Background: an optimization exercise with open tools, aiming at small area. Do not read the settings as production practice. Function was checked by simulation only, so behaviour that the tests miss may differ from the original. No activity file was given, so power comes from the tool's default toggle rates.

### design/flow/constraint.sdc
create_clock -name core_clock -period 40.0 [get_ports {clk}]
set_input_delay 8.0000 -clock core_clock [delete_from_list [all_inputs] [get_ports {clk}]]
set_output_delay 8.0000 -clock core_clock [all_outputs]
set_load 0.01 [all_outputs]
### design/flow/design.v
module VGA_DRIVER (
	input         CLOCK,
	input         RESET,
	input  [7:0]  PIXEL_COLOR_IN,
	output reg [9:0]  PIXEL_X,
	output reg [12:0] PIXEL_YL,
	output [14:0] ADDRESS,
	output [7:0]  PIXEL_COLOR_OUT,
	output        H_SYNC_NEG,
	output        V_SYNC_NEG,
	output        X_END
);
wire [9:0]  x  = PIXEL_X;
wire [12:0] yl = PIXEL_YL;
assign X_END = x[9] & x[8] & x[4] & x[3] & x[1];           
wire   y_end = yl[12] & yl[10] & yl[9] & yl[7];            
assign ADDRESS = {x[9:4] + yl[10:0], x[3:0]};
assign PIXEL_COLOR_OUT = (x < 10'd640) ? PIXEL_COLOR_IN : 8'b0;
assign H_SYNC_NEG = !(x >= 10'd656 && x < 10'd752);
assign V_SYNC_NEG = !(yl[12] & yl[10] & yl[8] & !yl[7] & !yl[6] & !yl[5] & yl[3]);
always @(posedge CLOCK) begin
	if (RESET) begin
		PIXEL_X  <= 10'd0;
		PIXEL_YL <= 13'd0;
	end else if (X_END) begin
		PIXEL_X  <= 10'd0;
		PIXEL_YL <= y_end ? 13'd0 : PIXEL_YL + 13'd11;
	end else begin
		PIXEL_X  <= PIXEL_X + 10'd1;
	end
end
endmodule
module ZONE_CMP (
	input      CLK,
	input      CNT,        
	input      LINE_END,   
	input      [4:0] ZE,   
	output reg TRI,
	output reg DIA
);
reg [6:0] C;     
reg [6:0] P1;    
reg [6:0] P2;    
wire lt1 = P1 < C;
wire lt2 = P2 < C;
wire gt1 = C < P1;
wire gt2 = C < P2;
always @(posedge CLK) begin
	C <= LINE_END ? 7'd0 : C + CNT;
	if (|ZE) begin
		P1 <= C;
		P2 <= P1;
	end
	if (ZE[1]) begin
		TRI <= lt1;
		DIA <= lt1;
	end
	if (ZE[2]) begin
		TRI <= TRI & lt1;
		DIA <= DIA & lt2;
	end
	if (ZE[3]) TRI <= TRI & lt1;
	if (ZE[4]) begin
		TRI <= TRI & lt1;
		DIA <= DIA & gt1 & gt2;
	end
end
endmodule
module IMAGE_PROCESSOR (
	input        CLK,
	input        RESET,
	input  [7:0] PIXEL_IN,
	input  [9:0] VGA_PIXEL_X,
	input [12:0] VGA_PIXEL_YL,    
	input        X_END,
	input        VGA_VSYNC_NEG,
	output reg [2:0] RESULT
);
wire [1:0] pr = PIXEL_IN[7:6];
wire [1:0] pg = PIXEL_IN[4:3];
wire [1:0] pb = PIXEL_IN[1:0];
wire is_red  = (pr > pb) && (pr > pg);
wire is_blue = (pb > pr) && (pb >= pg);
wire [9:0]  x  = VGA_PIXEL_X;
wire [12:0] yl = VGA_PIXEL_YL;
wire [4:0] zl;
assign zl[0] = yl[9] & !yl[7] & !yl[6] & !yl[4] & !yl[3] & yl[2] & yl[1];
assign zl[1] = yl[9] & yl[7] & !yl[6] & !yl[5] & yl[4] & !yl[3] & yl[2];
assign zl[2] = yl[9] & yl[8] & !yl[7] & !yl[6] & !yl[5] & yl[4] & !yl[2];
assign zl[3] = yl[9] & yl[8] & yl[7] & !yl[6] & !yl[5] & yl[4] & yl[2];
assign zl[4] = !yl[9] & !yl[7] & !yl[6] & !yl[5] & !yl[4] & !yl[2] & yl[1] & !yl[0];
wire in_zone = (|zl) && (x >= 10'd48) && (x <= 10'd128);
wire [4:0] ze = zl & {5{X_END}};
wire red_tri, red_dia, blue_tri, blue_dia;
ZONE_CMP zr (.CLK(CLK), .CNT(is_red & in_zone), .LINE_END(X_END), .ZE(ze),
	.TRI(red_tri), .DIA(red_dia));
ZONE_CMP zb (.CLK(CLK), .CNT(is_blue & in_zone), .LINE_END(X_END), .ZE(ze),
	.TRI(blue_tri), .DIA(blue_dia));
reg [15:0] RED, BLUE;
wire vs = !VGA_VSYNC_NEG;
wire clear = RESET | (vs & X_END & yl[0]);
always @(posedge CLK) begin
	RED  <= clear ? 16'd0 : RED  + (is_red  & !vs);
	BLUE <= clear ? 16'd0 : BLUE + (is_blue & !vs);
	if (RESET)
		RESULT <= 3'd0;
	else if (vs) begin
		if (BLUE > RED && BLUE > 16'd17000)
			RESULT <= blue_tri ? 3'd1 : blue_dia ? 3'd2 : 3'd3;
		else if (RED > BLUE && RED > 16'd17000)
			RESULT <= red_tri ? 3'd4 : red_dia ? 3'd5 : 3'd6;
		else
			RESULT <= 3'd0;
	end
end
endmodule
module vga_shape_detector (
	input         clk,
	input         reset,
	input  [7:0]  mem_rdata,
	output [14:0] mem_raddr,
	output [7:0]  vga_color,
	output        vga_hsync_n,
	output        vga_vsync_n,
	output [2:0]  result
);
localparam BLUE = 8'b000_000_11;
wire [9:0]  x;
wire [12:0] yl;    
wire        x_end;
wire in_image = (x < 10'd176) && (yl < 13'd1584);
VGA_DRIVER driver (
	.CLOCK(clk),
	.RESET(reset),
	.PIXEL_COLOR_IN(in_image ? mem_rdata : BLUE),
	.PIXEL_X(x),
	.PIXEL_YL(yl),
	.ADDRESS(mem_raddr),
	.PIXEL_COLOR_OUT(vga_color),
	.H_SYNC_NEG(vga_hsync_n),
	.V_SYNC_NEG(vga_vsync_n),
	.X_END(x_end)
);
IMAGE_PROCESSOR proc (
	.CLK(clk),
	.RESET(reset),
	.PIXEL_IN(mem_rdata),
	.VGA_PIXEL_X(x),
	.VGA_PIXEL_YL(yl),
	.X_END(x_end),
	.VGA_VSYNC_NEG(vga_vsync_n),
	.RESULT(result)
);
endmodule
### design/flow/run.sh
#!/bin/bash
# synth_recipe.tcl (not shown) runs the flow's synth.tcl, then flattens the netlist and writes it again
# the make line also repeats each setting of config.mk as NAME=value (left out here)
make -C /OpenROAD-flow-scripts/flow DESIGN_CONFIG=/design/flow/config.mk WORK_HOME=/design/flow/orfs CLKGATE_MAP_FILE= SYNTH_SCRIPT=/design/flow/synth_recipe.tcl finish
### design/flow/config.mk
export PLATFORM = sky130hd
export DESIGN_NAME = vga_shape_detector
export DESIGN_NICKNAME = vga_shape_detector
export VERILOG_FILES = /design/flow/design.v
export SDC_FILE = /design/flow/constraint.sdc
export NUM_CORES = 4
export LEC_CHECK = 0
export CAP_MARGIN = 20
export CORE_MARGIN = 2
export CORE_UTILIZATION = 40
export PLACE_DENSITY = 0.6
export SLEW_MARGIN = 20
==> results of run 1 <==
logic make-up after synthesis:
logic type / synth area share (%)
xor gates and xnor gates: 8.15
muxes: 0.166
AOI/OAI and AO/OA: 9.61
buffers and inverters: 6.26
and+or+nand+nor: 21.6
adders and majority gates: 14.3
DFF: 39.9
Yosys cell counts, drive strengths merged, types with 2 or more instances:
| cell type | instances |
|---|---|
| a211oi | 2 |
| a21boi | 3 |
| a21o | 10 |
| a21oi | 35 |
| a221oi | 2 |
| a31o | 3 |
| a41oi | 2 |
| and2 | 14 |
| and3 | 12 |
| buf | 8 |
| clkbuf | 11 |
| dfxtp | 72 |
| edfxtp | 32 |
| ha | 67 |
| inv | 76 |
| nand2 | 33 |
| nand2b | 5 |
| nand3 | 32 |
| nand3b | 2 |
| nand4 | 14 |
| nor2 | 95 |
| nor2b | 5 |
| nor3 | 14 |
| nor3b | 2 |
| nor4 | 7 |
| o211ai | 2 |
| o21ai | 27 |
| o21bai | 2 |
| o32ai | 2 |
| or3 | 13 |
| or4 | 4 |
| or4b | 3 |
| xnor2 | 41 |
| xor2 | 15 |
worst max path at each step:
stage	end	cells past startpoint
after floorplan	vga_color[0]	2
after global placement	vga_color[1]	4
after detailed placement	vga_color[1]	4
after CTS	vga_color[1]	4
after global routing	vga_color[1]	4
final	vga_color[1]	4
per-layer routing:
layer / wire length, um / vias to the layer above / global-route usage (%) / part of all wire [%]
met1: 5880 / 2168 / 21.0 / 46
met3: 519 / 16 / 4.01 / 4.1
li1: - / 2383 / - / -
met5: 0 / - / 0 / 0
met4: 235 / 0 / 5.69 / 1.9
met2: 6020 / 84 / 28.4 / 48
area by class of cell:
cell class                      count  share of cell area (%)
Clock buffer                       12                    3.77
Clock inverter                      4                   0.403
Inverter                           76                    4.18
Multi-Input combinational cell    478                    47.5
Sequential cell                   104                    35.2
Tap cell                          184                    3.37
Timing Repair Buffer               39                    5.64
power by group:
| part | internal [uW] | total (uW) | switching, uW |
|---|---|---|---|
| logic | 4.54 | 9.65 | 5.11 |
| clock network | 46.1 | 84.9 | 38.8 |
| registers | 109 | 109 | 0.831 |
| total | 159 | 204 | 44.8 |
through the flow:
stage          utilization [%]  area [sq um]  worst slack [ns]
6_report                  46.8          6830             22.72
5_1_grt                   46.8          6830             22.62
4_1_cts                   46.8          6830             22.71
3_5_place_dp              44.9          6540             22.71
3_3_place_gp              44.9          6540             22.73
2_1_floorplan                -          6020             23.67
worst max-delay path, cell delays in order:
cell	delay, ns
clkdlybuf4s50_1	0.51
inv_1	0.06
a21boi_0	0.14
clkdlybuf4s50_1	0.57
sequential cells by signal (all words and copies together) (netlist names), 7 cells and up:
name,count
proc.zb.P2,7
driver.PIXEL_YL,13
proc.zr.P2,7
proc.zr.P1,7
proc.zb.C,7
driver.PIXEL_X,10
proc.zr.C,7
proc.RED,16
proc.zb.P1,7
proc.BLUE,16
==> reports/qor.yml, run 1 <==
run_status:
  status: "complete, no violations"
timing:
  worst_clock_skew_ns: 0.00854
  hold_violations: 0
  worst_pin_slew_ns: 1.16
  max_freq_mhz: 57.9
  final_max_slew_viol_count: 0
  setup_violations: 0
  layout_min_cycle_time_ns: 17.28
  rsz0062_at_grt: "no"
  slew_headroom_pct: 20.3
  period_share_pct: 43.2
  fin_tns_setup_ns: 0
  fin_hold_ws_ns: 0.456
clocking:
  cts-htree-levels: 3
  clock-sinks: 104
  post_cts_buffers: 0
  clk_latency_ns: 0.35
  cts_buffer_depth: 2
  cts_hold_buf: 0
  tritoncts: "done"
  post_cts_resized: 0
  clkSlewWorstSetupHoldPaths_ns: 0.07
  cts_buffers: 9
  cts_root_buf: "clkbuf_16"
setup_path:
  cp-start-kind: "primary input"
  r2r-start: "driver.PIXEL_X[1]"
  critical_path_arrival_ns: 9.28
  end_kind: "primary output"
  cp-startpoint: "mem_rdata[1]"
  required_ns: 32.00
  rr_endpoint: "proc.zb.C[6]"
  critPathMaxFanout: 3
  r2r_slack_ns: 36.89
  worstRegToRegCells: 12
  path_class: "in2out"
power_and_ir_drop:
  p_total_uw: 204
  p_leak_uw: 0.00277
  ir_worst_vdd_mv: 0.0233
  powerDensity_mw_per_mm2: 29.9
synthesis:
  synth_nets: 755
  synth_ff_type: "dfxtp_1"
  syn_area_sq_mm: 0.00602
  synth_top_cell_by_area: "dfxtp_1"
  synthArstFlopShare_pct: 0
  synth_cell_types: 52
  synth-seq-cells: 104
  synth-edff-count: 32
  synth_top_area_share_pct: 24.0
  yosys_warnings: 3
  netlist_top_cells_area: "dfxtp_1 (24%), edfxtp_1 (16%), ha_1 (14%), xnor2_1 (6.0%), nor2_1 (5.9%)"
  syn_inst: 677
  avgSynthCellArea_sq_um: 8.89
  yosysSeqAreaShare_pct: 39.9
route:
  final_antenna_net_count: 0
  drc: 0
  wirelength_um: 12700
  dr.first_iter.drc_count: 174
  drt_pass1_iterations: 5
  via_count: 4651
  via_per_inst: 5.19
  wl_per_cell_um: 14.1
floorplan:
  start_util_pct: 41.2
  coreArea_sq_mm: 0.0146
  fp-row-count: 44
  fp.dieW_um: 127
  die_h_um: 127
  fp.dieArea_sq_mm: 0.0160
  io_pins: 38
grt:
  grt_overflow_total: 0
  grt_pass1_vias: 4554
  grt_max_degree: 33
  grt_first_pass_wirelength_um: 21800
  grt_usage_pct: 16.8
  antenna_found_initial: 0
worst_hold_path:
  hp-start: "proc.zb.P1[0]"
  holdPathStages: 0
  hold_end: "proc.zb.P2[0]"
  min_path_type: "reg2reg"
place:
  dp.final_hpwl_um: 9590
  portBuffers: 37
  place.gp.congestion: 0.852
  place_inst: 881
final_layout:
  drive_gt1_share_pct: 3.79
  seqCellArea_sq_mm: 0.00240
  areaGrowthSynthToFinish_pct: 13.5
  multiInputGateArea_sq_mm: 0.00324
  final_common_cell: "nor2_1"
  final_cells: 897
  most-common-layout-cells: "nor2_1 (94), inv_1 (76), dfxtp_1 (72)"
  nFillCells: 1386
  fin_nets: 786
  diodes: 0
flow_run:
  cap_violations: 0
==> run 2, diff against run 1 <==
--- a/design/flow/config.mk
+++ b/design/flow/config.mk
@@ -7,6 +7,6 @@
 export LEC_CHECK = 0
 export CAP_MARGIN = 20
 export CORE_MARGIN = 2
-export CORE_UTILIZATION = 40
-export PLACE_DENSITY = 0.6
+export CORE_UTILIZATION = 70
+export PLACE_DENSITY = 0.8
 export SLEW_MARGIN = 20
==> reports/qor.yml, run 2 <==
run_status:
  status: "complete, no violations"
worst_hold_path:
  hold_end: "proc.zb.P2[0]"
  hp-start: "proc.zb.P1[0]"
  holdPathStages: 0  # unchanged
  min_path_type: "reg2reg"
place:
  place.gp.congestion: 0.884  # +3.9%
  portBuffers: 37  # unchanged
  dp.final_hpwl_um: 9510  # -0.83%
final_layout:
  multiInputGateArea_sq_mm: 0.00324  # unchanged
  areaGrowthSynthToFinish_pct: 10.3
  most-common-layout-cells: "nor2_1 (94), inv_1 (76), dfxtp_1 (72)"
  seqCellArea_sq_mm: 0.00240  # unchanged
  fin_nets: 786  # unchanged
  final_common_cell: "nor2_1"
  diodes: 0  # unchanged
  nFillCells: 562  # -59%
  largestRegisters: "proc.BLUE x16, proc.RED x16, driver.PIXEL_YL x13"
  drive_gt1_share_pct: 3.93  # +0.14 points
setup_path:
  r2r-start: "driver.PIXEL_X[1]"
  crit_path_top_delay_cell: "clkdlybuf4s50_1"
  cpMostUsedCell: "clkdlybuf4s50_1"
  critical_path_arrival_ns: 9.33  # +0.05 ns
  r2r_slack_ns: 36.91  # +0.02 ns
  critPathMaxFanout: 3  # unchanged
  crit_chain: "clkdlybuf4s50_1, inv_1, a21boi_0, clkdlybuf4s50_1"
  path_buf_inv: 3  # unchanged
  required_ns: 32.00  # about the same
  path_class: "in2out"
  cpLargestDelayFamily: "buffers and inverters"
  end_kind: "primary output"
  cp-start-kind: "primary input"
  rr_endpoint: "proc.zb.C[6]"
  cp_slowest_stage_delay_ns: 0.57  # about the same
  worstRegToRegCells: 12  # unchanged
synthesis:
  syn_area_sq_mm: 0.00602  # unchanged
  synth_cell_types: 52  # unchanged
  synth-edff-count: 32  # unchanged
  synth_ff_type: "dfxtp_1"
  synth_top_area_share_pct: 24.0  # unchanged
  synthArstFlopShare_pct: 0  # unchanged
  synth_top_cell_by_area: "dfxtp_1"
  synth-seq-cells: 104  # unchanged
  yosysSeqAreaShare_pct: 39.9  # unchanged
  yosys_warnings: 3  # unchanged
  avgSynthCellArea_sq_um: 8.89  # unchanged
  netlist_top_cells_area: "dfxtp_1 (24%), edfxtp_1 (16%), ha_1 (14%), xnor2_1 (6.0%), nor2_1 (5.9%)"
  yosys-top-cells-count: "nor2_1 (95), inv_1 (76), dfxtp_1 (72)"
  synth_nets: 755  # unchanged
  syn_inst: 677  # unchanged
  synthMostInstantiatedCell: "nor2_1"
timing:
  hold_violations: 0  # unchanged
  fin_hold_ws_ns: 0.464  # +0.00787 ns
  max_freq_mhz: 57.7  # -0.29%
  final_max_slew_viol_count: 0  # unchanged
  fin_tns_setup_ns: 0  # unchanged
  layout_min_cycle_time_ns: 17.33  # +0.0498 ns
  setup_violations: 0  # unchanged
  worst_clock_skew_ns: 0.00573  # -0.00281 ns
  slew_headroom_pct: 47.7  # +27 points
  rsz0062_at_grt: "no"
  worst_pin_slew_ns: 0.784  # -0.381 ns
  period_share_pct: 43.3  # +0.12 points
clocking:
  cts_root_buf: "clkbuf_8"
  clock-sinks: 104  # unchanged
  cts_buffer_depth: 2  # unchanged
  cts_buffers: 9  # unchanged
  post_cts_resized: 0  # unchanged
  cts-htree-levels: 3  # unchanged
  cts_hold_buf: 0  # unchanged
  tritoncts: "done"
  clkSlewWorstSetupHoldPaths_ns: 0.10  # +0.03 ns
  post_cts_buffers: 0  # unchanged
  clk_latency_ns: 0.37  # +0.02 ns
floorplan:
  die_h_um: 96.7  # -24%
  fp.dieW_um: 96.7  # -24%
  start_util_pct: 72.9  # +32 points
  coreArea_sq_mm: 0.00826  # -43%
  fp.dieArea_sq_mm: 0.00935  # -42%
  io_pins: 38  # unchanged
  fp-row-count: 33  # -25%
route:
  dr.first_iter.drc_count: 225  # +29%
  drt_pass1_iterations: 6  # +1
  via_count: 4775  # +2.7%
  drc: 0  # unchanged
  wirelength_um: 12600  # -0.17%
  wl_per_cell_um: 15.4  # +9.5%
  final_antenna_net_count: 0  # unchanged
  via_per_inst: 5.84  # +13%
power_and_ir_drop:
  pwr-share-seq_pct: 59.9  # +6.3 points
  pwr-share-comb_pct: 5.4  # +0.7 points
  clkPwrFrac_pct: 34.7  # -6.9 points
  p_sw_share_pct: 24.7  # +2.8 points
  switching_power_uw: 45.1  # +0.80%
  ir_worst_vdd_mv: 0.0227  # -2.3%
  p_int_uw: 137  # -14%
  p_leak_uw: 0.00273  # -1.5%
  powerDensity_mw_per_mm2: 27.5  # -7.9%
grt:
  grt_overflow_total: 0  # unchanged
  grt_usage_pct: 28.2  # +11 points
  grt_max_degree: 33  # unchanged
  grt_pass1_vias: 4795  # +5.3%
  antenna_found_initial: 0  # unchanged
  grt_first_pass_wirelength_um: 22000  # +0.98%
flow_run:
  cap_violations: 0  # unchanged
run 2: how the worst max path moves through the flow:
stage	cells after the start	slack (ns)	end	from
2_1_floorplan	2	23.67	vga_color[0]	mem_rdata[0]
3_3_place_gp	4	22.75	vga_color[1]	mem_rdata[1]
3_5_place_dp	4	22.67	vga_color[1]	mem_rdata[1]
4_1_cts	4	22.65	vga_color[1]	mem_rdata[1]
5_1_grt	4	22.61	vga_color[1]	mem_rdata[1]
6_report	4	22.67	vga_color[1]	mem_rdata[1]
run 2: cells by family (layout without fill, tap and decap cells):
kind of cell    count (synthesis)  in the layout  share of synthesized area [%]
compound gates                 94             94                           9.61
xor+xnor                       56             56                           8.15
fa+ha+maj                      68             68                           14.3
buf+inv                        95            131                           6.26
flops                         104            104                           39.9
mux                             1              1                          0.166
simple gates                  259            259                           21.6
run 2: layout make-up:
| cell class | count | area share (%) |
|---|---|---|
| Timing Repair Buffer | 39 | 5.81 |
| Multi-Input combinational cell | 478 | 48.8 |
| Sequential cell | 104 | 36.2 |
| Inverter | 76 | 4.30 |
| Tap cell | 105 | 1.98 |
| Clock inverter | 6 | 0.943 |
| Clock buffer | 10 | 1.92 |
run 2: worst reg2reg max path: stages (launching register included):
cell and delay [ns]:
dfxtp_1 0.37, inv_1 0.09, ha_1 0.13, or4b_2 0.58
nor3_1 0.19, mux2i_1 0.10, or4_1 0.45, nor2_1 0.20
ha_1 0.24, ha_1 0.24, nand3_1 0.13, xnor2_1 0.18
nor2_1 0.07
run 2: power by group through the flow:
stage / combinational [uW] / clock, uW / sequential, uW
floorplan: 6.18 / 0 / 112
global placement: 9.37 / 0 / 112
detailed placement: 9.77 / 0 / 112
CTS: 9.87 / 63.9 / 109
global route: 11.2 / 68.8 / 110
finish: 9.91 / 63.3 / 109
run 2: metrics by stage:
stage	cells	util [%]	worst slack, ns	power [uW]	area (sq um)
global placement	802	78.0	22.75	121	6440
detailed placement	802	78.0	22.67	122	6440
CTS	818	80.3	22.65	183	6640
global route	818	80.3	22.61	189	6640
finish	818	80.3	22.67	183	6640
floorplan	677	-	23.67	118	6020
run 2: routing by layer:
layer / track usage [%] / part of all wire, % / vias up
met4: 7.69 / 1.8 / 0
met3: 5.71 / 4.7 / 27
li1: - / - / 2382
met5: 0 / 0 / -
met2: 48.7 / 49 / 131
met1: 36.0 / 44 / 2235
==> run 3, diff against run 2 <==
==> design/flow/flow/run.sh (new file) <==
#!/bin/bash
# Layout flow: the standard ORFS flow (standard.sh) with three changes:
#  - synthesis: ORFS's own synth.tcl, but without the Kogge-Stone carry
#    lookahead map and the full/half-adder extraction, and with an area-
#    oriented ABC script (flow/area.script). Registers are mapped exactly as
#    in the standard synthesis (same passes up to and including dfflibmap).
#  - port buffers: buf_1 on every input and output port.
#  - clock tree: no dummy loads.
# Each tool's output goes to a log file in the work folder.
set -euo pipefail
W=$(pwd)
F=$W/flow

# synthesis script: the standard flow's wrapper around ORFS's synth.tcl, pointed at a
# modified copy of synth.tcl
python3 - "$FLOW_HOME/scripts/synth.tcl" "$W/synth_recipe.tcl" "$F" "$W" <<'PY'
import sys
synth, bench, fdir, work = sys.argv[1:]
s = open(synth).read()
def sub(old, new):
    global s
    if old not in s:
        sys.exit("synth.tcl: pattern not found: " + old)
    s = s.replace(old, new, 1)
sub('source $::env(SCRIPTS_DIR)/synth_preamble.tcl\n',
    'source $::env(SCRIPTS_DIR)/synth_preamble.tcl\n'
    'set abc_args [list -script %s/area.script {*}$lib_args {*}$lib_dont_use_args'
    ' -constr $::env(OBJECTS_DIR)/abc.constr]\n' % fdir)
sub('"-extra-map $::env(FLOW_HOME)/platforms/common/lcu_kogge_stone.v"', '')
sub('[dont_use_adder_kinds] ne "none"', '[dont_use_adder_kinds] ne "none" && 0')
open(work + '/my_synth_core.tcl', 'w').write(s)
b = open(bench).read()
old = 'source $::env(SCRIPTS_DIR)/synth.tcl'
if old not in b:
    sys.exit("synth_recipe.tcl: pattern not found")
open(work + '/my_synth.tcl', 'w').write(b.replace(old, 'source ' + work + '/my_synth_core.tcl'))
PY

# The standard flow's layout command with the synthesis script swapped and the extra
# port-buffer and CTS arguments
CTS_ARGS="-sink_clustering_enable -repair_clock_nets -dont_use_dummy_load"
sed -e "s#SYNTH_SCRIPT=[^ ]*#SYNTH_SCRIPT=$W/my_synth.tcl 'BUFFER_PORTS_ARGS=-buffer_cell sky130_fd_sc_hd__buf_1' 'CTS_ARGS=$CTS_ARGS'#" \
    standard.sh > my_standard.sh
grep -q "my_synth.tcl" my_standard.sh

bash my_standard.sh synth > $W/synth.log 2>&1
bash my_standard.sh > $W/layout.log 2>&1
test -f $W/out/final.def
==> design/flow/flow/area.script (new file) <==
strash
balance
rewrite
refactor
balance
rewrite
rewrite -z
balance
refactor -z
rewrite -z
balance
balance
rewrite
refactor
balance
rewrite
rewrite -z
balance
refactor -z
rewrite -z
balance
dch -f
map -a
topo
==> design/flow/standard.sh (new file) <==
#!/bin/bash
# synth_recipe.tcl (not shown) runs the flow's synth.tcl, then flattens the netlist and writes it again
# the make line also repeats each setting of config.mk as NAME=value (left out here)
make -C /OpenROAD-flow-scripts/flow DESIGN_CONFIG=/design/flow/config.mk WORK_HOME=/design/flow/orfs CLKGATE_MAP_FILE= SYNTH_SCRIPT=/design/flow/synth_recipe.tcl "${@:-finish}"
removed: design/flow/run.sh
==> reports/qor.yml, run 3 <==
place:
  portBuffers: 37  # unchanged
  place.gp.congestion: 0.887  # +0.26%
  dp.final_hpwl_um: 8460  # -11%
  pre_cts_ws_ns: 23.42  # +0.741 ns
  place_inst: 813  # +1.4%
synthesis:
  synth-seq-cells: 104  # unchanged
  synth-edff-count: 32  # unchanged
  yosys_warnings: 3  # unchanged
  synth_top_area_share_pct: 28.2  # +4.2 points
  synth_top_cell_by_area: "dfxtp_1"
  avgSynthCellArea_sq_um: 7.55  # -15%
  synthMostInstantiatedCell: "nor2_1"
  netlist_top_cells_area: "dfxtp_1 (28%), edfxtp_1 (19%), nor2_1 (11%), clkinv_1 (8.4%), nor3_1 (5.8%)"
  yosysSeqAreaShare_pct: 47.0  # +7.1 points
  synthArstFlopShare_pct: 0  # unchanged
  syn_inst: 677  # unchanged
  synth_ff_type: "dfxtp_1"
  syn_area_sq_mm: 0.00511  # -15%
  yosys-top-cells-count: "nor2_1 (146), clkinv_1 (114), dfxtp_1 (72)"
  synth_nets: 687  # -9.0%
  synth_cell_types: 30  # -42%
final_layout:
  most-common-layout-cells: "nor2_1 (144), clkinv_1 (114), dfxtp_1 (72)"
  areaGrowthSynthToFinish_pct: 7.81
  final_common_cell: "nor2_1"
  multiInputGateArea_sq_mm: 0.00226  # -30%
  largestRegisters: "proc.BLUE x16, proc.RED x16, driver.PIXEL_YL x13"
  diodes: 0  # unchanged
  drive_gt1_share_pct: 2.77  # -1.2 points
  final_cells: 822  # +0.49%
  fin_nets: 735  # -6.5%
  seqCellArea_sq_mm: 0.00240  # unchanged
  nFillCells: 550  # -2.1%
grt:
  grt_first_pass_wirelength_um: 18300  # -17%
  grt_max_degree: 29  # -12%
  grt_pass1_vias: 4205  # -12%
  grt_overflow_total: 0  # unchanged
  antenna_found_initial: 0  # unchanged
  grt_usage_pct: 29.1  # +0.86 points
route:
  drt_pass1_iterations: 5  # -1
  wirelength_um: 11100  # -12%
  drc: 0  # unchanged
  wl_per_cell_um: 13.5  # -12%
  via_count: 4756  # -0.40%
  met3_length_um: 619  # +4.9%
  top_layer_used: "met4"
  dr.first_iter.drc_count: 223  # -0.89%
  wl_met1_um: 4820  # -14%
  met2_length_um: 5490  # -12%
  via_per_inst: 5.79  # -0.88%
  final_antenna_net_count: 0  # unchanged
clocking:
  clock-sinks: 104  # unchanged
  clkSlewWorstSetupHoldPaths_ns: 0.09  # about the same
  tritoncts: "done"
  cts_root_buf: "clkbuf_8"
  post_cts_buffers: 0  # unchanged
  post_cts_resized: 0  # unchanged
  cts-htree-levels: 3  # unchanged
  clk_latency_ns: 0.38  # about the same
  cts_buffers: 9  # unchanged
  cts_buffer_depth: 2  # unchanged
  cts_hold_buf: 0  # unchanged
timing:
  final_max_slew_viol_count: 0  # unchanged
  worst_clock_skew_ns: 0.0363  # +0.0306 ns
  worst_pin_slew_ns: 0.636  # -0.148 ns
  slew_headroom_pct: 57.4  # +9.6 points
  period_share_pct: 41.5  # -1.8 points
  max_freq_mhz: 60.2  # +4.3%
  setup_violations: 0  # unchanged
  fin_ws_ns: 23.39  # +0.712 ns
  layout_min_cycle_time_ns: 16.61  # -0.712 ns
  rsz0062_at_grt: "no"
  fin_tns_setup_ns: 0  # unchanged
  hold_violations: 0  # unchanged
setup_path:
  required_ns: 32.00  # about the same
  end_kind: "primary output"
  cpMostUsedCell: "buf_1"
  critical_path_arrival_ns: 8.61  # -0.72 ns
  path_class: "in2out"
  path_buf_inv: 3  # unchanged
  cp_slowest_stage_delay_ns: 0.16  # -0.41 ns
  cp-start-kind: "primary input"
  crit_path_top_delay_cell: "buf_1"
  crit_chain: "buf_1, clkinv_1, a21oi_1, buf_1"
  critPathMaxFanout: 4  # +1
  cpLargestDelayFamily: "buffers and inverters"
floorplan:
  fp-row-count: 31  # -6.1%
  start_util_pct: 71.2  # -1.6 points
  coreArea_sq_mm: 0.00718  # -13%
  io_pins: 38  # unchanged
  die_h_um: 89.5  # -7.5%
  fp.dieArea_sq_mm: 0.00800  # -14%
  fp.dieW_um: 89.5  # -7.5%
power_and_ir_drop:
  clkPwrFrac_pct: 30.8  # -3.9 points
  p_int_uw: 132  # -4.2%
  switching_power_uw: 37.1  # -18%
  ir_worst_vdd_mv: 0.0222  # -2.3%
  p_total_uw: 169  # -7.6%
  powerDensity_mw_per_mm2: 30.6  # +11%
  p_leak_uw: 0.00164  # -40%
  pwr-share-comb_pct: 4.1  # -1.3 points
  p_sw_share_pct: 22.0  # -2.7 points
  pwr-share-seq_pct: 65.1  # +5.2 points
worst_hold_path:
  min_path_type: "reg2reg"
flow_run:
  cap_violations: 0  # unchanged
run_status:
  status: "complete, no violations"
run 3: cell types whose count changed in the layout (fill, tap and decap cells not counted), moves of 13 or more:
cell	change
nor2_1	+50
o22ai_1	+22
xnor2_1	-38
or3_1	-13
clkinv_1	+114
nand2_1	+18
nand3_1	-22
clkdlybuf4s50_1	-37
buf_1	+37
o21ai_0	+24
ha_1	-67
inv_1	-76
nor3_1	+45
and2_1	-14
run 3: final timing paths:
path / start / depth (start not counted) / to / slack [ns]
setup / recovery: mem_rdata[1] / 4 / vga_color[1] / 23.39
hold / removal: driver.PIXEL_X[0] / 1 / driver.PIXEL_X[0] / 0.47
setup reg to reg: driver.PIXEL_YL[5] / 18 / proc.BLUE[15] / 35.96
hold reg to reg: driver.PIXEL_X[0] / 1 / driver.PIXEL_X[0] / 0.47
run 3: area by class of cell:
cell class                      instances  area share [%]
Sequential cell                       104            43.6
Multi-Input combinational cell        455            41.0
Inverter                              114            7.76
Timing Repair Buffer                   41            3.20
Clock buffer                            9            2.25
Tap cell                               99            2.25
run 3: metal layers:
layer / track usage [%] / vias to the layer above
met5: 0 / -
met4: 8.96 / 0
met3: 6.46 / 23
met2: 50.0 / 152
met1: 36.5 / 2155
li1: - / 2426
run 3: kinds of logic after synthesis:
family | after synthesis | share of synthesized area, %
buffers and inverters | 118 | 8.96
xor gates and xnor gates | 9 | 1.54
DFF | 104 | 47.0
AOI/OAI and AO/OA | 162 | 19.1
and+or+nand+nor | 284 | 23.4
run 3: through the flow:
stage	cell area (sq um)	hold slack (ns)	utilization, %
after detailed placement	5390	0.446	75.1
after global routing	5510	0.500	76.8
final	5510	0.467	76.8
after floorplan	5110	0.427	-
after global placement	5370	0.433	74.8
after CTS	5510	0.467	76.8
run 3: power groups by stage:
stage	Combinational [uW]	Sequential [uW]	Clock [uW]
after floorplan	4.90	112	0
after global placement	6.41	112	0
after detailed placement	6.87	112	0
after CTS	6.93	110	52.3
after global routing	8.01	110	55.6
final	6.92	110	51.9
==> run 4, diff against run 3 <==
--- a/design/flow/flow/run.sh
+++ b/design/flow/flow/run.sh
@@ -8,6 +8,8 @@
 #  - clock tree: no dummy loads.
 # Each tool's output goes to a log file in the work folder.
 set -euo pipefail
+# clock tree: buffer cells and sink clusters
+CTS_EXTRA=""
 W=$(pwd)
 F=$W/flow
 
@@ -38,7 +40,7 @@
 
 # The standard flow's layout command with the synthesis script swapped and the extra
 # port-buffer and CTS arguments
-CTS_ARGS="-sink_clustering_enable -repair_clock_nets -dont_use_dummy_load"
+CTS_ARGS="-sink_clustering_enable -repair_clock_nets -dont_use_dummy_load ${CTS_EXTRA:-}"
 sed -e "s#SYNTH_SCRIPT=[^ ]*#SYNTH_SCRIPT=$W/my_synth.tcl 'BUFFER_PORTS_ARGS=-buffer_cell sky130_fd_sc_hd__buf_1' 'CTS_ARGS=$CTS_ARGS'#" \
     standard.sh > my_standard.sh
 grep -q "my_synth.tcl" my_standard.sh
--- a/design/flow/config.mk
+++ b/design/flow/config.mk
@@ -7,6 +7,6 @@
 export LEC_CHECK = 0
 export CAP_MARGIN = 20
 export CORE_MARGIN = 2
-export CORE_UTILIZATION = 70
-export PLACE_DENSITY = 0.8
+export CORE_UTILIZATION = 85
+export PLACE_DENSITY = 0.92
 export SLEW_MARGIN = 20
==> reports/qor.yml, run 4 <==
run_status:
  status: "aborted with a tool error"
  lastStage: "global placement without I/O"
  error: "[ERROR GPL-0301] Utilization 100.728 % exceeds 100%."
synthesis:
  synth-edff-count: 32  # unchanged
  netlist_top_cells_area: "dfxtp_1 (28%), edfxtp_1 (19%), nor2_1 (11%), clkinv_1 (8.4%), nor3_1 (5.8%)"
  synth_cell_types: 30  # unchanged
  yosys-top-cells-count: "nor2_1 (146), clkinv_1 (114), dfxtp_1 (72)"
  syn_area_sq_mm: 0.00511  # unchanged
  avgSynthCellArea_sq_um: 7.55  # unchanged
  synth-seq-cells: 104  # unchanged
  synth_nets: 687  # unchanged
  yosysSeqAreaShare_pct: 47.0  # unchanged
  synthMostInstantiatedCell: "nor2_1"
  synthArstFlopShare_pct: 0  # unchanged
  synth_top_area_share_pct: 28.2  # unchanged
  synth_top_cell_by_area: "dfxtp_1"
  synth_ff_type: "dfxtp_1"
  yosys_warnings: 3  # unchanged
  syn_inst: 677  # unchanged
floorplan:
  start_util_pct: 87.4  # +16 points
  fp-row-count: 28  # -9.7%
  fp.dieW_um: 81.6  # -8.8%
  die_h_um: 81.6  # -8.8%
run 4: cell counts after synthesis:
No cell type changed its count.
run 4: logic make-up after synthesis:
logic type      Yosys count  share of synthesized area [%]
compound gates          162                           19.1
buf+inv                 118                           8.96
xor+xnor                  9                           1.54
flops                   104                           47.0
simple gates            284                           23.4
==> run 5, diff against run 4 <==
==> design/flow/flow/area.script (replaced) <==
strash
ifraig
scorr
dc2
strash
balance -l
resub -K 6 -l
rewrite -l
resub -K 6 -N 2 -l
refactor -l
resub -K 8 -l
balance -l
resub -K 8 -N 2 -l
rewrite -l
resub -K 10 -l
rewrite -z -l
resub -K 10 -N 2 -l
balance -l
resub -K 12 -l
refactor -z -l
resub -K 12 -N 2 -l
rewrite -z -l
balance -l
balance
rewrite
refactor
balance
rewrite
rewrite -z
balance
refactor -z
rewrite -z
balance
dch -f
amap
topo
--- a/design/flow/config.mk
+++ b/design/flow/config.mk
@@ -7,6 +7,6 @@
 export LEC_CHECK = 0
 export CAP_MARGIN = 20
 export CORE_MARGIN = 2
-export CORE_UTILIZATION = 85
-export PLACE_DENSITY = 0.92
+export CORE_UTILIZATION = 70
+export PLACE_DENSITY = 0.8
 export SLEW_MARGIN = 20
==> reports/qor.yml, run 5 <==
run_status:
  status: "complete, no violations"
synthesis:
  syn_inst: 603  # -11%
  avgSynthCellArea_sq_um: 8.20  # +8.6%
  synthArstFlopShare_pct: 0  # unchanged
  yosys_warnings: 3  # unchanged
  synthXorXnorAreaFrac_pct: 0  # -1.5 points
  synth_top_area_share_pct: 29.1  # +0.96 points
  synthMostInstantiatedCell: "nor2_1"
  yosysSeqAreaShare_pct: 48.6  # +1.6 points
  synth_compound_area_share_pct: 25.3  # +6.2 points
  synth-seq-cells: 104  # unchanged
  synth_cell_types: 42  # +40%
  synth_nets: 613  # -11%
  synth-edff-count: 32  # unchanged
  synth_fa_ha_area_share_pct: 0  # unchanged
  synth_top_cell_by_area: "dfxtp_1"
  synth_ff_type: "dfxtp_1"
  netlist_top_cells_area: "dfxtp_1 (29%), edfxtp_1 (19%), nor2_1 (9.2%), clkinv_1 (5.5%), a211oi_1 (4.7%)"
  synth_top_family_by_area: "compound AO/OA/AOI/OAI gates"
  yosys.area_share.simple_pct: 20.0  # -3.4 points
  yosys-top-cells-count: "nor2_1 (121), clkinv_1 (73), dfxtp_1 (72)"
  synthMuxAreaShare_pct: 0  # unchanged
  syn_area_sq_mm: 0.00494  # -3.3%
grt:
  antenna_found_initial: 0
  grt_first_pass_wirelength_um: 17400
  grt_max_degree: 29
  grt_pass1_vias: 3979
  grt_overflow_total: 0
  grt_usage_pct: 28.4
route:
  dr.first_iter.drc_count: 219
  final_antenna_net_count: 0
  via_per_inst: 6.06
  drc: 0
  wl_per_cell_um: 14.1
  drt_pass1_iterations: 5
  via_count: 4502
  wirelength_um: 10500
final_layout:
  areaGrowthSynthToFinish_pct: 7.62
  largestRegisters: "proc.BLUE x16, proc.RED x16, driver.PIXEL_YL x13"
  multiInputGateArea_sq_mm: 0.00225
  seqCellArea_sq_mm: 0.00240
  final_cells: 743
  nFillCells: 515
  fin_nets: 659
  most-common-layout-cells: "nor2_1 (120), clkinv_1 (73), dfxtp_1 (72)"
  drive_gt1_share_pct: 2.01
  diodes: 0
  final_common_cell: "nor2_1"
setup_path:
  path_buf_inv: 3
  cp-start-kind: "primary input"
  crit_chain: "buf_1, clkinv_1, nor2_1, buf_1"
  crit_path_top_delay_cell: "buf_1"
  end_kind: "primary output"
  cpMostUsedCell: "buf_1"
  critPathMaxFanout: 4
  cp_slowest_stage_delay_ns: 0.18
  required_ns: 32.00
  cpLargestDelayFamily: "buffers and inverters"
  path_class: "in2out"
  critical_path_arrival_ns: 8.65
clocking:
  tritoncts: "done"
  cts_buffers: 9
  cts-htree-levels: 3
  post_cts_buffers: 0
  cts_root_buf: "clkbuf_8"
  clock-sinks: 104
  clkSlewWorstSetupHoldPaths_ns: 0.09
  cts_hold_buf: 0
  clk_latency_ns: 0.36
  post_cts_resized: 0
  cts_buffer_depth: 2
floorplan:
  fp.dieArea_sq_mm: 0.00775
  die_h_um: 88.0  # +8.0%
  fp-row-count: 30  # +7.1%
  io_pins: 38
  fp.dieW_um: 88.0  # +8.0%
  coreArea_sq_mm: 0.00683
  start_util_pct: 72.4  # -15 points
power_and_ir_drop:
  pwr-share-seq_pct: 65.6
  pwr-share-comb_pct: 3.8
  switching_power_uw: 35.3
  p_sw_share_pct: 21.2
  ir_worst_vdd_mv: 0.0312
  p_int_uw: 131
  powerDensity_mw_per_mm2: 31.2
  p_leak_uw: 0.00176
  clkPwrFrac_pct: 30.6
worst_hold_path:
  min_path_type: "reg2reg"
timing:
  hold_violations: 0
  rsz0062_at_grt: "no"
  period_share_pct: 41.6
  slew_headroom_pct: 38.2
  worst_pin_slew_ns: 0.917
  setup_violations: 0
  max_freq_mhz: 60.1
  worst_clock_skew_ns: 0.0293
  final_max_slew_viol_count: 0
  layout_min_cycle_time_ns: 16.65
  fin_tns_setup_ns: 0
place:
  place.gp.congestion: 0.948
  place_inst: 734
  dp.final_hpwl_um: 7870
  portBuffers: 37
flow_run:
  cap_violations: 0
-- run 5: changes by cell type after synthesis, sizes merged, moves of 6 or more --
cell,delta
a211oi,+24
clkinv,-41
nor2,-25
nor2b,+8
nor3,-40
o21a,+11
o21ai,-8
o22ai,-12
xor2,-6
-- run 5: worst paths after layout --
| path | cells past startpoint | start | endpoint | slack [ns] |
|---|---|---|---|---|
| setup / recovery | 4 | mem_rdata[7] | vga_color[7] | 23.35 |
| hold / removal | 0 | proc.zb.C[1] | proc.zb.P1[1] | 0.42 |
| setup reg to reg | 17 | driver.PIXEL_YL[10] | proc.RED[15] | 36.31 |
| hold reg to reg | 0 | proc.zb.C[1] | proc.zb.P1[1] | 0.42 |
-- run 5: final cells by class --
type	count	share of cell area, %
Clock buffer	9	2.33
Sequential cell	104	45.1
Tap cell	96	2.26
Timing Repair Buffer	39	2.89
Multi-Input combinational cell	422	42.2
Inverter	73	5.15
-- run 5: kinds of logic after synthesis --
group                  Yosys count
flip-flops                     104
AND/OR/NAND/NOR                231
buffers and inverters           77
AO/OA/AOI/OAI                  191
-- run 5: power groups by stage --
stage	Combinational (uW)	Clock (uW)	Sequential, uW
floorplan	4.52	0	111
global placement	6.00	0	111
detailed placement	6.21	0	112
CTS	6.24	51.9	109
global route	7.06	55.7	109
finish	6.31	50.9	109
-- run 5: layer usage --
metal	GRT usage [%]	vias to the layer above	part of all wire (%)
met4	7.58	0	1.3
met1	37.2	2086	45
met3	6.22	18	5.7
met5	0	-	0
li1	-	2260	-
met2	47.9	138	48
-- run 5: through the flow --
stage          util (%)  setup WS, ns  hold slack [ns]  instance area (sq um)  power, uW
2_1_floorplan         -         23.75            0.416                   4940        116
6_report           77.9         23.35            0.421                   5320        166
3_3_place_gp       76.0         23.50            0.417                   5190        117
4_1_cts            77.8         23.40            0.424                   5320        167
3_5_place_dp       76.0         23.41            0.424                   5190        118
5_1_grt            77.9         23.32            0.443                   5320        172
==> run 6, diff against run 5 <==
--- a/design/flow/design.v
+++ b/design/flow/design.v
@@ -34,35 +34,47 @@
 	input      CLK,
 	input      CNT,        
 	input      LINE_END,   
-	input      [4:0] ZE,   
+	input      [2:0] BIT,  
+	input      W1, W2, W3,
+	input      FIRST,      
+	input      LAST,       
+	input      [4:0] ZL,   
 	output reg TRI,
 	output reg DIA
 );
-reg [6:0] C;     
-reg [6:0] P1;    
-reg [6:0] P2;    
-wire lt1 = P1 < C;
-wire lt2 = P2 < C;
-wire gt1 = C < P1;
-wire gt2 = C < P2;
+reg [6:0] C;
+reg [7:0] P1, P2;
+reg u1, u2;    
+wire c  = BIT == 3'd7 ? 1'b0 : C[BIT];
+wire p1 = (ZL[1] | ZL[4]) ? P1[5] : P1[3];
+wire p2 = P2[0];
+wire und1 = FIRST | u1;
+wire und2 = FIRST | u2;
+wire dec1 = und1 & (c ^ p1);       
+wire dec2 = und2 & (c ^ p2);
+wire eq1  = LAST & und1 & !(c ^ p1);
+wire eq2  = LAST & und2 & !(c ^ p2);
+wire fail_lt1 = (dec1 & !c) | eq1;    
+wire fail_gt1 = (dec1 & c) | eq1;     
+wire fail_lt2 = (dec2 & !c) | eq2;    
+wire fail_gt2 = (dec2 & c) | eq2;     
+wire kill_tri = fail_lt1;
+wire kill_dia = (ZL[1] & fail_lt1) | (ZL[2] & fail_lt2) |
+                (ZL[4] & (fail_gt1 | fail_gt2));
 always @(posedge CLK) begin
-	C <= LINE_END ? 7'd0 : C + CNT;
-	if (|ZE) begin
-		P1 <= C;
-		P2 <= P1;
-	end
-	if (ZE[1]) begin
-		TRI <= lt1;
-		DIA <= lt1;
-	end
-	if (ZE[2]) begin
-		TRI <= TRI & lt1;
-		DIA <= DIA & lt2;
-	end
-	if (ZE[3]) TRI <= TRI & lt1;
-	if (ZE[4]) begin
-		TRI <= TRI & lt1;
-		DIA <= DIA & gt1 & gt2;
+	C  <= LINE_END ? 7'd0 : C + CNT;
+	P1 <= {P1[6:0], W3 ? c : P1[7]};
+	P2 <= {P2[6:0], W2 ? P1[0] : P2[7]};
+	if (W1) begin
+		u1 <= und1 & !(c ^ p1);
+		u2 <= und2 & !(c ^ p2);
+		if (ZL[1] & FIRST) begin
+			TRI <= !kill_tri;
+			DIA <= !kill_dia;
+		end else begin
+			if (kill_tri) TRI <= 1'b0;
+			if (kill_dia) DIA <= 1'b0;
+		end
 	end
 end
 endmodule
@@ -89,12 +101,19 @@
 assign zl[2] = yl[9] & yl[8] & !yl[7] & !yl[6] & !yl[5] & yl[4] & !yl[2];
 assign zl[3] = yl[9] & yl[8] & yl[7] & !yl[6] & !yl[5] & yl[4] & yl[2];
 assign zl[4] = !yl[9] & !yl[7] & !yl[6] & !yl[5] & !yl[4] & !yl[2] & yl[1] & !yl[0];
-wire in_zone = (|zl) && (x >= 10'd48) && (x <= 10'd128);
-wire [4:0] ze = zl & {5{X_END}};
+wire zline = |zl;
+wire in_zone = zline && (x >= 10'd48) && (x <= 10'd128);
+wire w1 = zline && x[9:3] == 7'd17;    
+wire w2 = zline && x[9:3] == 7'd18;    
+wire w3 = zline && x[9:3] == 7'd19;    
+wire first = x[2:0] == 3'd0;
+wire last  = x[2:0] == 3'd7;
 wire red_tri, red_dia, blue_tri, blue_dia;
-ZONE_CMP zr (.CLK(CLK), .CNT(is_red & in_zone), .LINE_END(X_END), .ZE(ze),
+ZONE_CMP zr (.CLK(CLK), .CNT(is_red & in_zone), .LINE_END(X_END), .BIT(~x[2:0]),
+	.W1(w1), .W2(w2), .W3(w3), .FIRST(first), .LAST(last), .ZL(zl),
 	.TRI(red_tri), .DIA(red_dia));
-ZONE_CMP zb (.CLK(CLK), .CNT(is_blue & in_zone), .LINE_END(X_END), .ZE(ze),
+ZONE_CMP zb (.CLK(CLK), .CNT(is_blue & in_zone), .LINE_END(X_END), .BIT(~x[2:0]),
+	.W1(w1), .W2(w2), .W3(w3), .FIRST(first), .LAST(last), .ZL(zl),
 	.TRI(blue_tri), .DIA(blue_dia));
 reg [15:0] RED, BLUE;
 wire vs = !VGA_VSYNC_NEG;
==> reports/qor.yml, run 6 <==
run_status:
  status: "complete, no violations"
place:
  place_area_sq_mm: 0.00500  # -3.8%
  place.gp.congestion: 0.929  # -2.0%
  dp.final_hpwl_um: 7840  # -0.49%
  portBuffers: 37  # unchanged
setup_path:
  r2r_slack_ns: 36.40  # +0.09 ns
  critical_path_arrival_ns: 8.55  # -0.10 ns
  worstRegToRegCells: 16  # -1
  path_class: "in2out"
  critPathMaxFanout: 4  # unchanged
  end_kind: "primary output"
  r2r-start: "driver.PIXEL_YL[1]"
  required_ns: 32.00  # about the same
  rr_endpoint: "proc.zr.C[6]"
  cp-start-kind: "primary input"
synthesis:
  syn_inst: 604  # +0.17%
  yosysSeqAreaShare_pct: 48.7  # +0.067 points
  synth-seq-cells: 112  # +7.7%
  synth_top_area_share_pct: 43.6  # +14 points
  synth_top_cell_by_area: "dfxtp_1"
  synth_ff_type: "dfxtp_1"
  syn_area_sq_mm: 0.00477  # -3.5%
  yosys-top-cells-count: "nor2_1 (116), dfxtp_1 (104), clkinv_1 (85)"
  synth_nets: 614  # +0.16%
  netlist_top_cells_area: "dfxtp_1 (44%), nor2_1 (9.1%), clkinv_1 (6.7%), edfxtp_1 (5.0%), o21ai_0 (4.6%)"
  synthMostInstantiatedCell: "nor2_1"
  avgSynthCellArea_sq_um: 7.90  # -3.6%
  synth-edff-count: 8  # -75%
  synth_cell_types: 43  # +2.4%
  synthArstFlopShare_pct: 0  # unchanged
  yosys_warnings: 3  # unchanged
clocking:
  cts-htree-levels: 3  # unchanged
  cts_hold_buf: 0  # unchanged
  post_cts_resized: 0  # unchanged
  clock-sinks: 112  # +7.7%
  clkSlewWorstSetupHoldPaths_ns: 0.11  # +0.02 ns
  cts_buffers: 9  # unchanged
  post_cts_buffers: 0  # unchanged
  tritoncts: "done"
  cts_root_buf: "clkbuf_8"
  cts_buffer_depth: 2  # unchanged
  clk_latency_ns: 0.37  # about the same
floorplan:
  io_pins: 38  # unchanged
  start_util_pct: 71.4  # -0.94 points
  fp.dieArea_sq_mm: 0.00750  # -3.3%
  fp-row-count: 30  # unchanged
  coreArea_sq_mm: 0.00668  # -2.2%
  die_h_um: 86.6  # -1.7%
  fp.dieW_um: 86.6  # -1.7%
route:
  drt_pass1_iterations: 7  # +2
  final_antenna_net_count: 0  # unchanged
  drc: 0  # unchanged
  wirelength_um: 10400  # -0.74%
  via_count: 4410  # -2.0%
  dr.first_iter.drc_count: 312  # +42%
  via_per_inst: 6.07  # +0.11%
  wl_per_cell_um: 14.3  # +1.4%
worst_hold_path:
  holdPathStages: 0  # unchanged
  hp-start: "proc.zb.P2[1]"
  hold_end: "proc.zb.P2[2]"
  min_path_type: "reg2reg"
flow_run:
  cap_violations: 0  # unchanged
power_and_ir_drop:
  ir_worst_vdd_mv: 0.0379  # +22%
  p_leak_uw: 0.00172  # -2.3%
  powerDensity_mw_per_mm2: 34.3  # +9.7%
timing:
  setup_violations: 0  # unchanged
  slew_headroom_pct: 46.3  # +8.1 points
  period_share_pct: 41.4  # -0.25 points
  hold_violations: 0  # unchanged
  layout_min_cycle_time_ns: 16.55  # -0.0994 ns
  worst_clock_skew_ns: 0.0382  # +0.00890 ns
  final_max_slew_viol_count: 0  # unchanged
  max_freq_mhz: 60.4  # +0.60%
  fin_tns_setup_ns: 0  # unchanged
  rsz0062_at_grt: "no"
  worst_pin_slew_ns: 0.800  # -0.118 ns
final_layout:
  final_common_cell: "nor2_1"
  seqCellArea_sq_mm: 0.00232  # -3.3%
  drive_gt1_share_pct: 2.01  # unchanged
  areaGrowthSynthToFinish_pct: 7.37
  diodes: 0  # unchanged
  fin_nets: 659  # unchanged
  nFillCells: 507  # -1.6%
  most-common-layout-cells: "nor2_1 (116), dfxtp_1 (104), clkinv_1 (85)"
  largestRegisters: "proc.BLUE x16, proc.RED x16, driver.PIXEL_YL x13"
  multiInputGateArea_sq_mm: 0.00210  # -6.5%
  finish.utilization_pct: 76.7  # -1.2 points
  finalInstanceArea_sq_mm: 0.00512  # -3.7%
grt:
  grt_overflow_total: 0  # unchanged
  grt_pass1_vias: 3981  # +0.050%
  grt_max_degree: 23  # -21%
  antenna_found_initial: 0  # unchanged
  grt_usage_pct: 29.3  # +0.95 points
  grt_first_pass_wirelength_um: 17700  # +1.7%
-- run 6: cell types whose count changed after synthesis, moves of 4 or more --
cell / change
edfxtp_1: -24
a22oi_1: -6
nor3_1: +6
dfxtp_1: +32
nor2_1: -5
clkinv_1: +12
o221ai_1: -4
nor2b_1: -6
-- run 6: worst max-delay path, cell delays in order --
cell	delay, ns
buf_1	0.13
clkinv_1	0.14
nor2_1	0.12
buf_1	0.15
-- run 6: metrics by stage --
stage | instances | setup WS [ns] | hold WS, ns | power (uW)
after floorplan | 604 | 23.73 | 0.310 | 123
after global placement | 717 | 23.50 | 0.311 | 125
after detailed placement | 717 | 23.45 | 0.314 | 126
after CTS | 726 | 23.45 | 0.321 | 176
after global routing | 727 | 23.38 | 0.324 | 182
final | 727 | 23.45 | 0.325 | 176
-- run 6: cells by family after synthesis --
group	synth area share (%)
AOI/OAI and AO/OA	23.5
buffers and inverters	7.47
DFF	48.7
and+or+nand+nor	20.4
-- run 6: worst max path at each step --
stage	start	slack (ns)	endpoint
2_1_floorplan	mem_rdata[7]	23.73	vga_color[7]
3_3_place_gp	mem_rdata[7]	23.50	vga_color[7]
3_5_place_dp	mem_rdata[7]	23.45	vga_color[7]
4_1_cts	mem_rdata[7]	23.45	vga_color[7]
5_1_grt	mem_rdata[7]	23.38	vga_color[7]
6_report	mem_rdata[7]	23.45	vga_color[7]
-- run 6: report_power, final --
part,total (uW),internal (uW),switching (uW)
registers,114,113,0.741
logic,9.08,2.83,6.25
clock network,52.5,20.3,32.2
total,176,137,39.2
-- run 6: cell type report --
cell class | count | share of cell area [%]
Clock buffer | 9 | 2.42
Sequential cell | 112 | 45.3
Multi-Input combinational cell | 401 | 41.0
Inverter | 85 | 6.23
Timing Repair Buffer | 40 | 3.10
Tap cell | 80 | 1.95
-- run 6: layer usage --
metal	global-route usage (%)	vias to the layer above	part of all wire, %
li1	-	2209	-
met1	38.4	2029	45
met2	49.2	155	48
met5	0	-	0
met4	6.96	0	1.2
met3	7.05	17	6.2
==> run 7, diff against run 6 <==
--- a/design/flow/design.v
+++ b/design/flow/design.v
@@ -3,7 +3,8 @@
 	input         RESET,
 	input  [7:0]  PIXEL_COLOR_IN,
 	output reg [9:0]  PIXEL_X,
-	output reg [12:0] PIXEL_YL,
+	output reg [10:0] PIXEL_YL,
+	output reg    TOP,
 	output [14:0] ADDRESS,
 	output [7:0]  PIXEL_COLOR_OUT,
 	output        H_SYNC_NEG,
@@ -11,20 +12,24 @@
 	output        X_END
 );
 wire [9:0]  x  = PIXEL_X;
-wire [12:0] yl = PIXEL_YL;
-assign X_END = x[9] & x[8] & x[4] & x[3] & x[1];           
-wire   y_end = yl[12] & yl[10] & yl[9] & yl[7];            
-assign ADDRESS = {x[9:4] + yl[10:0], x[3:0]};
+wire [10:0] yl = PIXEL_YL;
+assign X_END = x[9] & x[8] & x[4] & x[3] & x[1];                           
+wire y_end = yl[10] & yl[9] & !yl[8] & yl[7] & !yl[4] & yl[2] & !yl[1];    
+wire y_143 = yl[10] & !yl[6] & yl[5] & !yl[4] & !yl[3] & yl[2] & !yl[1] & yl[0];
+assign ADDRESS = {x[9:4] + yl, x[3:0]};
 assign PIXEL_COLOR_OUT = (x < 10'd640) ? PIXEL_COLOR_IN : 8'b0;
 assign H_SYNC_NEG = !(x >= 10'd656 && x < 10'd752);
-assign V_SYNC_NEG = !(yl[12] & yl[10] & yl[8] & !yl[7] & !yl[6] & !yl[5] & yl[3]);
+assign V_SYNC_NEG = !((yl[10] & !yl[9] & yl[8] & !yl[5] & yl[3] & yl[1] & !yl[0]) |
+                      (!yl[9] & !yl[7] & !yl[6] & yl[4] & yl[3] & !yl[2] & !yl[1]));
 always @(posedge CLOCK) begin
 	if (RESET) begin
 		PIXEL_X  <= 10'd0;
-		PIXEL_YL <= 13'd0;
+		PIXEL_YL <= 11'd0;
+		TOP      <= 1'b1;
 	end else if (X_END) begin
 		PIXEL_X  <= 10'd0;
-		PIXEL_YL <= y_end ? 13'd0 : PIXEL_YL + 13'd11;
+		PIXEL_YL <= y_end ? 11'd0 : PIXEL_YL + 11'd11;
+		TOP      <= y_end | (TOP & !y_143);
 	end else begin
 		PIXEL_X  <= PIXEL_X + 10'd1;
 	end
@@ -65,9 +70,9 @@
 	C  <= LINE_END ? 7'd0 : C + CNT;
 	P1 <= {P1[6:0], W3 ? c : P1[7]};
 	P2 <= {P2[6:0], W2 ? P1[0] : P2[7]};
+	u1 <= und1 & !(c ^ p1);
+	u2 <= und2 & !(c ^ p2);
 	if (W1) begin
-		u1 <= und1 & !(c ^ p1);
-		u2 <= und2 & !(c ^ p2);
 		if (ZL[1] & FIRST) begin
 			TRI <= !kill_tri;
 			DIA <= !kill_dia;
@@ -83,7 +88,7 @@
 	input        RESET,
 	input  [7:0] PIXEL_IN,
 	input  [9:0] VGA_PIXEL_X,
-	input [12:0] VGA_PIXEL_YL,    
+	input [10:0] VGA_PIXEL_YL,    
 	input        X_END,
 	input        VGA_VSYNC_NEG,
 	output reg [2:0] RESULT
@@ -94,7 +99,7 @@
 wire is_red  = (pr > pb) && (pr > pg);
 wire is_blue = (pb > pr) && (pb >= pg);
 wire [9:0]  x  = VGA_PIXEL_X;
-wire [12:0] yl = VGA_PIXEL_YL;
+wire [10:0] yl = VGA_PIXEL_YL;
 wire [4:0] zl;
 assign zl[0] = yl[9] & !yl[7] & !yl[6] & !yl[4] & !yl[3] & yl[2] & yl[1];
 assign zl[1] = yl[9] & yl[7] & !yl[6] & !yl[5] & yl[4] & !yl[3] & yl[2];
@@ -145,15 +150,17 @@
 );
 localparam BLUE = 8'b000_000_11;
 wire [9:0]  x;
-wire [12:0] yl;    
+wire [10:0] yl;    
+wire        top;   
 wire        x_end;
-wire in_image = (x < 10'd176) && (yl < 13'd1584);
+wire in_image = (x < 10'd176) && top;
 VGA_DRIVER driver (
 	.CLOCK(clk),
 	.RESET(reset),
 	.PIXEL_COLOR_IN(in_image ? mem_rdata : BLUE),
 	.PIXEL_X(x),
 	.PIXEL_YL(yl),
+	.TOP(top),
 	.ADDRESS(mem_raddr),
 	.PIXEL_COLOR_OUT(vga_color),
 	.H_SYNC_NEG(vga_hsync_n),
==> reports/qor.yml, run 7 <==
synthesis:
  synth_top_area_share_pct: 45.6  # +2.0 points
  synth_top_cell_by_area: "dfxtp_1"
  synth_compound_area_share_pct: 21.3  # -2.2 points
  synth_top_family_by_area: "simple AND/OR/NAND/NOR gates"
  synth_nets: 606  # -1.3%
  synthXorXnorAreaFrac_pct: 0  # unchanged
  synth_fa_ha_area_share_pct: 0  # unchanged
  yosys_warnings: 3  # unchanged
  synthArstFlopShare_pct: 0  # unchanged
  netlist_top_cells_area: "dfxtp_1 (46%), nor2_1 (11%), clkinv_1 (6.4%), a211oi_1 (5.1%), o21ai_0 (3.6%)"
  synth_ff_type: "dfxtp_1"
  avgSynthCellArea_sq_um: 7.89  # -0.23%
  synth_cell_types: 45  # +4.7%
  synth-seq-cells: 111  # -0.89%
  synthMuxAreaShare_pct: 0  # unchanged
  yosysSeqAreaShare_pct: 48.1  # -0.51 points
  syn_inst: 596  # -1.3%
  yosys-top-cells-count: "nor2_1 (132), dfxtp_1 (107), clkinv_1 (80)"
  syn_area_sq_mm: 0.00470  # -1.5%
  synthMostInstantiatedCell: "nor2_1"
  yosys.area_share.simple_pct: 23.4  # +3.0 points
  synth-edff-count: 4  # -4
power_and_ir_drop:
  switching_power_uw: 39.3  # +0.22%
  pwr-share-comb_pct: 5.9  # +0.7 points
  p_leak_uw: 0.00165  # -3.9%
  p_sw_share_pct: 22.4  # +0.087 points
  pwr-share-seq_pct: 64.7  # -0.3 points
  p_int_uw: 136  # -0.28%
  clkPwrFrac_pct: 29.4  # -0.5 points
  p_total_uw: 175  # -0.17%
  ir_worst_vdd_mv: 0.0402  # +5.9%
  powerDensity_mw_per_mm2: 34.9  # +1.7%
route:
  final_antenna_net_count: 0  # unchanged
  dr.first_iter.drc_count: 286  # -8.3%
  drc: 0  # unchanged
  via_count: 4301  # -2.5%
  wl_per_cell_um: 14.4  # +0.57%
  via_per_inst: 6.02  # -0.70%
  drt_pass1_iterations: 6  # -1
  wirelength_um: 10300  # -1.2%
timing:
  slew_headroom_pct: 52.9  # +6.6 points
  final_max_slew_viol_count: 0  # unchanged
  worst_clock_skew_ns: 0.0401  # +0.00190 ns
  period_share_pct: 41.5  # +0.14 points
  fin_tns_setup_ns: 0  # unchanged
  max_freq_mhz: 60.2  # -0.35%
  layout_min_cycle_time_ns: 16.60  # +0.0577 ns
  hold_violations: 0  # unchanged
  setup_violations: 0  # unchanged
  worst_pin_slew_ns: 0.700  # -0.0996 ns
  rsz0062_at_grt: "no"
floorplan:
  coreArea_sq_mm: 0.00642  # -3.9%
  io_pins: 38  # unchanged
  die_h_um: 85.9  # -0.74%
  fp.dieW_um: 85.9  # -0.74%
  start_util_pct: 73.2  # +1.7 points
  fp-row-count: 29  # -3.3%
  fp.dieArea_sq_mm: 0.00738  # -1.5%
setup_path:
  end_kind: "primary output"
  cp_slowest_stage_delay_ns: 0.16  # about the same
  cpMostUsedCell: "buf_1"
  cp-start-kind: "primary input"
  critPathMaxFanout: 4  # unchanged
  crit_chain: "buf_1, clkinv_1, nor2_1, buf_1"
  critical_path_arrival_ns: 8.60  # +0.05 ns
  required_ns: 32.00  # about the same
  crit_path_top_delay_cell: "buf_1"
  path_class: "in2out"
final_layout:
  areaGrowthSynthToFinish_pct: 7.08
  most-common-layout-cells: "nor2_1 (132), dfxtp_1 (107), clkinv_1 (80)"
  drive_gt1_share_pct: 1.73  # -0.28 points
  diodes: 0  # unchanged
  multiInputGateArea_sq_mm: 0.00210  # +0.12%
  final_common_cell: "nor2_1"
  largestRegisters: "proc.BLUE x16, proc.RED x16, driver.PIXEL_YL x11"
  seqCellArea_sq_mm: 0.00226  # -2.6%
  fin_nets: 649  # -1.5%
  nFillCells: 477  # -5.9%
clocking:
  cts_root_buf: "clkbuf_8"
  clock-sinks: 111  # -0.89%
  cts_hold_buf: 0  # unchanged
  cts-htree-levels: 3  # unchanged
  clk_latency_ns: 0.38  # about the same
  cts_buffer_depth: 2  # unchanged
  post_cts_resized: 0  # unchanged
  clkSlewWorstSetupHoldPaths_ns: 0.08  # -0.03 ns
  cts_buffers: 9  # unchanged
  tritoncts: "done"
  post_cts_buffers: 0  # unchanged
worst_hold_path:
  min_path_type: "reg2reg"
place:
  dp.final_hpwl_um: 7890  # +0.64%
  place.gp.congestion: 0.908  # -2.3%
  portBuffers: 37  # unchanged
grt:
  antenna_found_initial: 0  # unchanged
  grt_pass1_vias: 3980  # -0.025%
  grt_max_degree: 33  # +43%
  grt_overflow_total: 0  # unchanged
  grt_usage_pct: 29.2  # -0.14 points
  grt_first_pass_wirelength_um: 17300  # -2.6%
flow_run:
  cap_violations: 0  # unchanged
run_status:
  status: "complete, no violations"
## run 7: cell count changes after synthesis, moves of 3 or more
cell / delta
dfxtp_1: +3
edfxtp_1: -4
or4_1: -3
nor3b_1: +11
a211oi_1: +3
nand2_1: -5
a21oi_1: -17
o21ai_0: -10
clkinv_1: -5
a2111oi_0: -3
nor2_1: +16
## run 7: power groups by stage
stage	combinational (uW)	clock, uW	sequential [uW]
floorplan	7.38	0	116
global route	11.3	57.0	114
global placement	9.41	0	116
CTS	10.1	52.6	114
finish	10.3	51.6	114
detailed placement	9.99	0	116
## run 7: cell type report
| cell class | count | share of cell area (%) |
|---|---|---|
| clock buffer | 9 | 2.46 |
| inverter | 80 | 5.97 |
| multi-input combinational | 399 | 41.8 |
| sequential | 111 | 45.0 |
| tap | 77 | 1.91 |
| timing repair buffer | 38 | 2.91 |
## run 7: path summary, 6_finish.rpt
check / endpoint / slack (ns) / cells after the start / from
min: proc.zr.P1[5] / 0.33 / 0 / proc.zr.P1[4]
min reg2reg: proc.zr.P1[5] / 0.33 / 0 / proc.zr.P1[4]
max: vga_color[7] / 23.40 / 4 / mem_rdata[7]
max reg2reg: proc.BLUE[15] / 35.74 / 22 / driver.PIXEL_YL[2]
## run 7: cells by family after synthesis
group           Yosys count
buf+inv                  86
simple gates            249
flops                   111
compound gates          150
## run 7: worst max-delay path: cells and delay by family
kind                   cells  cell delay [ns]
buffers and inverters      3             0.47
AND/OR/NAND/NOR            1             0.13
## run 7: per-stage QoR
stage / hold WS, ns / util (%) / cell area (sq um) / std cells / setup slack [ns]
finish: 0.334 / 78.4 / 5030 / 714 / 23.40
floorplan: 0.310 / - / 4700 / 596 / 23.73
CTS: 0.335 / 78.4 / 5030 / 714 / 23.40
global placement: 0.313 / 76.4 / 4910 / 705 / 23.48
global route: 0.330 / 78.4 / 5030 / 714 / 23.30
detailed placement: 0.313 / 76.4 / 4910 / 705 / 23.40
## run 7: per-layer routing
layer | vias up | track usage, % | share of wire (%)
met5 | - | 0 | 0
met4 | 0 | 10.8 | 2.1
met3 | 22 | 7.12 | 5.6
met2 | 142 | 48.6 | 48
met1 | 1973 | 36.7 | 44
li1 | 2164 | - | -

-- what the ideal ports hide --
In the flow no input, the clock included, has a driving cell. The finished layouts below were timed again as built, in two steps.
Step 1 assumes that a clkbuf_16 drives the clock port and a buf_2 every other input.
Step 2 times the ports against the registers' clock, not the clock port: input delays grow and output delays shrink by t, the midpoint of the rising clock arrivals with the driver on.
a / b / c = ideal ports / drivers / drivers and shift; a / b = the first two.
run	shift t [ns]	slack for setup (ns)	worst register clock-pin slew, ns
run 1	0.393	22.725 / 22.692 / 22.692	0.07 / 0.07
run 2	0.404	22.675 / 22.651 / 22.651	0.10 / 0.10
run 3	0.394	23.386 / 23.348 / 23.348	0.11 / 0.11
run 5	0.381	23.354 / 23.319 / 23.319	0.10 / 0.10
run 6	0.385	23.454 / 23.431 / 23.431	0.11 / 0.11
run 7	0.389	23.396 / 23.356 / 23.356	0.11 / 0.11
After both steps every run listed still meets setup and hold. For run 7, which loses most, drivers alone change the setup slack by -0.040 ns; drivers and shift together by -0.040 ns.
